What follows belongs to an exercise in optimizing a design on an open flow for small area; a production flow would make more cautious choices. Function was checked by simulation only, so behaviour that the tests miss may differ from the original. The clock port is modelled as an ideal driver, which makes a skipped or thinned clock tree look cheaper than it is; a real chip needs a root buffer or a tree. Power is estimated from default activity; no workload was simulated.

## House
module House
(
    input  wire       CLK_50,           
    input  wire       RST,              
    input  wire       RESET_ALARM,      
    input  wire       BTN_ACTIVATE,
    input  wire       SMOKE_SENSOR,
    input  wire [1:0] SWITCH_POS,
    input  wire       LIMIT_UP_N,       
    input  wire       LIMIT_DOWN_N,     
    input  wire       PRESENCE_S1,
    input  wire       PRESENCE_S2,
    input  wire       LIGHTS_RESET_N,   
    input  wire       PIR_INPUT_1,
    input  wire       PIR_INPUT_2,
    output wire       BUZZER_OUT,
    output wire       LED_ALERT_OUT,
    output wire [3:0] STEPPER_OUT,
    output wire       SERVO_PWM1,
    output wire       SERVO_PWM2,
    output wire       LED_LIGHT_1,
    output wire       LED_LIGHT_2
);
Size in the first run: ~120 flip-flops, ~24 I/O pins.
==> module alarma, before the edit <==
module alarma (
    input wire clk,
    input wire rst,
    input wire reset,
    input wire btn_activate,
    input wire smoke_detected,
    output wire buzzer,
    output wire led_alert
);
    reg alarm_active, nbtn_prev, nsmoke_prev, nreset_prev;
    always @(posedge clk) begin
        if (rst) begin
            alarm_active <= 1'b0;
            nbtn_prev <= 1'b1;
            nsmoke_prev <= 1'b1;
            nreset_prev <= 1'b1;
        end else begin
            if (reset && nreset_prev) alarm_active <= 1'b0;
            else if ((btn_activate && nbtn_prev) || (smoke_detected && nsmoke_prev)) alarm_active <= 1'b1;
            nbtn_prev <= ~btn_activate;
            nsmoke_prev <= ~smoke_detected;
            nreset_prev <= ~reset;
        end
    end
    localparam [11:0] P  = 12'b101010101010;
    localparam [11:0] SH = 12'b110001000100;
    reg  [11:0] h;
    reg  led_blink;
    wire [11:0] s = h ^ P;
    wire isE = (~h[1] & h[2] & h[3] & h[4] & ~h[5] & ~h[6] & ~h[7] & h[8] & h[9]);
    always @(posedge clk) begin
        if (!alarm_active | isE) h <= SH;
        else h <= {s[10:0], s[11] ^ s[10]} ^ P;
        led_blink <= alarm_active & (led_blink ^ isE);
    end
    assign buzzer    = ~alarm_active;
    assign led_alert = ~(alarm_active & led_blink);
endmodule
==> module servo_principal, before the edit <==
module servo_principal(
    input clk,
    input rst,
    input presence_1,
    input presence_2,
    output reg PWM1,
    output reg PWM2
);
    localparam [9:0] CP  = 10'b1010101010;
    localparam [9:0] CSH = 10'b1010101000;
    reg  [9:0] ch;
    wire [9:0] cs = ch ^ CP;
    wire wrap = (~ch[0] & ch[1] & ch[2] & ~ch[3] & ~ch[4] & ~ch[5] & ~ch[6] & ch[8] & ~ch[9]);
    wire at49 = (ch[2] & ~ch[3] & ch[8]);
    wire at99 = (ch[0] & ch[4] & ~ch[6] & ~ch[9]);
    reg lt50, lt100;
    always @(posedge clk) begin
        if (rst | wrap) ch <= CSH;
        else ch <= {cs[8:0], cs[9] ^ cs[6]} ^ CP;
        lt50  <= rst | wrap | (lt50 & ~at49);
        lt100 <= rst | wrap | (lt100 & ~at99);
    end
    localparam [16:0] P  = 17'b01010101010101010;
    localparam [16:0] SH = 17'b00010111010011111;
    localparam [16:0] RH = 17'b00010101010101010;
    reg  [16:0] h1;
    wire [16:0] s1 = h1 ^ P;
    wire z1 = ~(s1[0] | s1[1] | s1[2] | s1[3] | s1[4] | s1[5] | s1[6] | s1[7] | s1[8] | s1[9] | s1[10] | s1[12] | s1[13] | s1[14] | s1[15]);
    wire done1 = z1 & ~s1[16];
    wire fb1 = (s1[16] ^ s1[13]) & ~z1;
    always @(posedge clk) begin
        if (rst) h1 <= RH;
        else if (!presence_1) h1 <= SH;
        else h1 <= {s1[15:0], fb1} ^ P;
    end
    reg  [16:0] h2;
    wire [16:0] s2 = h2 ^ P;
    wire z2 = ~(s2[0] | s2[1] | s2[2] | s2[3] | s2[4] | s2[5] | s2[6] | s2[7] | s2[8] | s2[9] | s2[10] | s2[12] | s2[13] | s2[14] | s2[15]);
    wire done2 = z2 & ~s2[16];
    wire fb2 = (s2[16] ^ s2[13]) & ~z2;
    always @(posedge clk) begin
        if (rst) h2 <= RH;
        else if (!presence_2) h2 <= SH;
        else h2 <= {s2[15:0], fb2} ^ P;
    end
    always @(posedge clk) begin
        PWM1 <= ~rst & (done1 ? lt50 : lt100);
        PWM2 <= ~rst & (done2 ? lt100 : lt50);
    end
endmodule
export LEC_CHECK = 0
export CAP_MARGIN = 0
export CORE_MARGIN = 2
export CORE_UTILIZATION = 70
export SLEW_MARGIN = 0
create_clock -name core_clock -period 10.0 [get_ports {CLK_50}]
standard.sh (not shown) runs the stock make flow with config.mk's settings and CLKGATE_MAP_FILE= SYNTH_SCRIPT=/design/flow/synth_recipe.tcl, a recipe that flattens the netlist after the stock synthesis.
==> flow/flow/run.sh <==
#!/bin/bash
set -euo pipefail
W=$(pwd)
rm -rf "$W/scripts_abc"
cp -r "$FLOW_HOME/scripts" "$W/scripts_abc"
cp "$W/flow/abc_area_map.script" "$W/scripts_abc/abc_speed.script"
SCRIPTS_DIR="$W/scripts_abc" bash standard.sh synth > "$W/synth.log" 2>&1
export BUFFER_PORTS_ARGS="-buffer_cell sky130_fd_sc_hd__buf_1"
export PRE_CTS_TCL=$W/flow/cts_pre.tcl
bash standard.sh > "$W/layout.log" 2>&1
Other scripts of this flow, unchanged in this note and not shown: flow/flow/abc_area_map.script, flow/flow/cts_pre.tcl
Then changed:
--- a/flow/design.v
+++ b/flow/design.v
@@ -4,25 +4,25 @@
     input wire reset,
     input wire btn_activate,
     input wire smoke_detected,
     output wire buzzer,
     output wire led_alert
 );
-    reg alarm_active, nbtn_prev, nsmoke_prev, nreset_prev;
+    reg alarm_active, btn_prev, smoke_prev, reset_prev;
     always @(posedge clk) begin
         if (rst) begin
             alarm_active <= 1'b0;
-            nbtn_prev <= 1'b1;
-            nsmoke_prev <= 1'b1;
-            nreset_prev <= 1'b1;
+            btn_prev <= 1'b0;
+            smoke_prev <= 1'b0;
+            reset_prev <= 1'b0;
         end else begin
-            if (reset && nreset_prev) alarm_active <= 1'b0;
-            else if ((btn_activate && nbtn_prev) || (smoke_detected && nsmoke_prev)) alarm_active <= 1'b1;
-            nbtn_prev <= ~btn_activate;
-            nsmoke_prev <= ~smoke_detected;
-            nreset_prev <= ~reset;
+            if (reset && !reset_prev) alarm_active <= 1'b0;
+            else if ((btn_activate && !btn_prev) || (smoke_detected && !smoke_prev)) alarm_active <= 1'b1;
+            btn_prev <= btn_activate;
+            smoke_prev <= smoke_detected;
+            reset_prev <= reset;
         end
     end
     localparam [11:0] P  = 12'b101010101010;
     localparam [11:0] SH = 12'b110001000100;
     reg  [11:0] h;
     reg  led_blink;
@@ -91,18 +91,18 @@
     input presence_1,
     input presence_2,
     output reg PWM1,
     output reg PWM2
 );
     localparam [9:0] CP  = 10'b1010101010;
-    localparam [9:0] CSH = 10'b1010101000;
+    localparam [9:0] CSH = 10'b0101110110;
     reg  [9:0] ch;
     wire [9:0] cs = ch ^ CP;
-    wire wrap = (~ch[0] & ch[1] & ch[2] & ~ch[3] & ~ch[4] & ~ch[5] & ~ch[6] & ch[8] & ~ch[9]);
-    wire at49 = (ch[2] & ~ch[3] & ch[8]);
-    wire at99 = (ch[0] & ch[4] & ~ch[6] & ~ch[9]);
+    wire wrap = (~ch[0] & ch[1] & ~ch[3] & ch[4] & ~ch[5] & ch[6] & ~ch[7] & ch[8] & ~ch[9]);
+    wire at49 = (~ch[0] & ch[1] & ~ch[2] & ch[3] & ~ch[4] & ch[5] & ~ch[6] & ch[7] & ch[9]);
+    wire at99 = (ch[0] & ~ch[1] & ~ch[2] & ch[3] & ~ch[4] & ch[5] & ch[6] & ch[8] & ch[9]);
     reg lt50, lt100;
     always @(posedge clk) begin
         if (rst | wrap) ch <= CSH;
         else ch <= {cs[8:0], cs[9] ^ cs[6]} ^ CP;
         lt50  <= rst | wrap | (lt50 & ~at49);
         lt100 <= rst | wrap | (lt100 & ~at99);
What happened:
- final cell count rises by 1.7%
- routed wire length rises by 4.6%
- worst setup slack gets worse by 0.014 ns
- power rises by 1.9%
- die area rises by 0.96%
In every run of this note, the design's own scripts or RTL, not TritonCTS, make the clock network.

House, a different RTL version from the one above (not shown whole).
Size: ~320 cells after synthesis, about 120 flip-flops.
## House
module House
(
    input  wire       CLK_50,           
    input  wire       RST,              
    input  wire       RESET_ALARM,      
    input  wire       BTN_ACTIVATE,
    input  wire       SMOKE_SENSOR,
    input  wire [1:0] SWITCH_POS,
    input  wire       LIMIT_UP_N,       
    input  wire       LIMIT_DOWN_N,     
    input  wire       PRESENCE_S1,
    input  wire       PRESENCE_S2,
    input  wire       LIGHTS_RESET_N,   
    input  wire       PIR_INPUT_1,
    input  wire       PIR_INPUT_2,
    output wire       BUZZER_OUT,
    output wire       LED_ALERT_OUT,
    output wire [3:0] STEPPER_OUT,
    output wire       SERVO_PWM1,
    output wire       SERVO_PWM2,
    output wire       LED_LIGHT_1,
    output wire       LED_LIGHT_2
);
==> module alarma, before the edit <==
module alarma (
    input wire clk,
    input wire rst,
    input wire reset,
    input wire btn_activate,
    input wire smoke_detected,
    output wire buzzer,
    output wire led_alert
);
    reg alarm_active, nbtn_prev, nsmoke_prev, nreset_prev;
    always @(posedge clk) begin
        if (rst) begin
            alarm_active <= 1'b0;
            nbtn_prev <= 1'b1;
            nsmoke_prev <= 1'b1;
            nreset_prev <= 1'b1;
        end else begin
            if (reset && nreset_prev) alarm_active <= 1'b0;
            else if ((btn_activate && nbtn_prev) || (smoke_detected && nsmoke_prev)) alarm_active <= 1'b1;
            nbtn_prev <= ~btn_activate;
            nsmoke_prev <= ~smoke_detected;
            nreset_prev <= ~reset;
        end
    end
    localparam [11:0] P  = 12'b101010101010;
    localparam [11:0] SH = 12'b010011110011;
    reg  [11:0] h;
    reg  led_blink;
    wire [11:0] s = h ^ P;
    wire isE = (~h[0] & h[1] & ~h[4] & h[5] & h[7] & ~h[8] & h[9] & h[10]);
    always @(posedge clk) begin
        if (!alarm_active | isE) h <= SH;
        else h <= {s[10:0], s[11] ^ s[10]} ^ P;
        led_blink <= alarm_active & (led_blink ^ isE);
    end
    assign buzzer    = ~alarm_active;
    assign led_alert = ~(alarm_active & led_blink);
endmodule
Settings: LEC_CHECK=0, CAP_MARGIN=0, CORE_MARGIN=2, CORE_UTILIZATION=70, GPL_TIMING_DRIVEN=0, SLEW_MARGIN=0; clock period 10.0 ns.
Scripts as last shown in full above: flow/flow/run.sh
Other scripts of this flow, unchanged in this note and not shown: flow/flow/abc_area_map.script, flow/flow/cts_pre.tcl
The first run completed with no timing, DRC or antenna violations.
==> next run, changes <==
--- a/flow/design.v
+++ b/flow/design.v
@@ -21,15 +21,15 @@
             nsmoke_prev <= ~smoke_detected;
             nreset_prev <= ~reset;
         end
     end
     localparam [11:0] P  = 12'b101010101010;
-    localparam [11:0] SH = 12'b010011110011;
+    localparam [11:0] SH = 12'b110001000100;
     reg  [11:0] h;
     reg  led_blink;
     wire [11:0] s = h ^ P;
-    wire isE = (~h[0] & h[1] & ~h[4] & h[5] & h[7] & ~h[8] & h[9] & h[10]);
+    wire isE = (~h[1] & h[2] & h[3] & h[4] & ~h[5] & ~h[6] & ~h[7] & h[8] & h[9]);
     always @(posedge clk) begin
         if (!alarm_active | isE) h <= SH;
         else h <= {s[10:0], s[11] ^ s[10]} ^ P;
         led_blink <= alarm_active & (led_blink ^ isE);
     end
What happened: Global-route usage went down by 0.70 points; critical path depth is unchanged; first-iteration DRC count went down by 11%; setup slack gets better by 0.066 ns; die area barely changes; clock power barely changes; cell count does not change; clock skew went up by 0.011 ns; design area went up by about 0.3%; wire length went up by 1.6%; synthesized cell count went down by about 0.6%.
In every run of this note, the design's own scripts or RTL, not TritonCTS, make the clock network.

-- port drivers added, routing unchanged --
The flow's constraints put no driver on any port. The routed layouts listed below were extracted and timed again, unchanged, in two steps.
Step 1, drivers: a clkbuf_16 drives CLK_50 and a buf_2 each remaining input, both assumed.
Step 2, shift: input delay + t, output delay - t, t = (earliest + latest rising clock arrival at the registers) / 2. This alone moves slack from input paths to output paths.
a / b / c = no drivers / after step 1 / after step 2; a / b = the first two.
run | t, ns | setup slack, ns | pins driven straight from the clock port
the first run of note 1 | 0.211 | 6.724 / 6.645 / 6.728 | 4
the second run of note 1 | 0.210 | 6.710 / 6.630 / 6.690 | 4
the first run of note 2 | 0.210 | 6.609 / 6.664 / 6.453 | 4
the second run of note 2 | 0.214 | 6.674 / 6.733 / 6.519 | 4
After both steps every run listed still meets setup and hold. For the first run of note 2, which loses most, drivers alone change the setup slack by +0.055 ns; drivers and shift together by -0.156 ns.
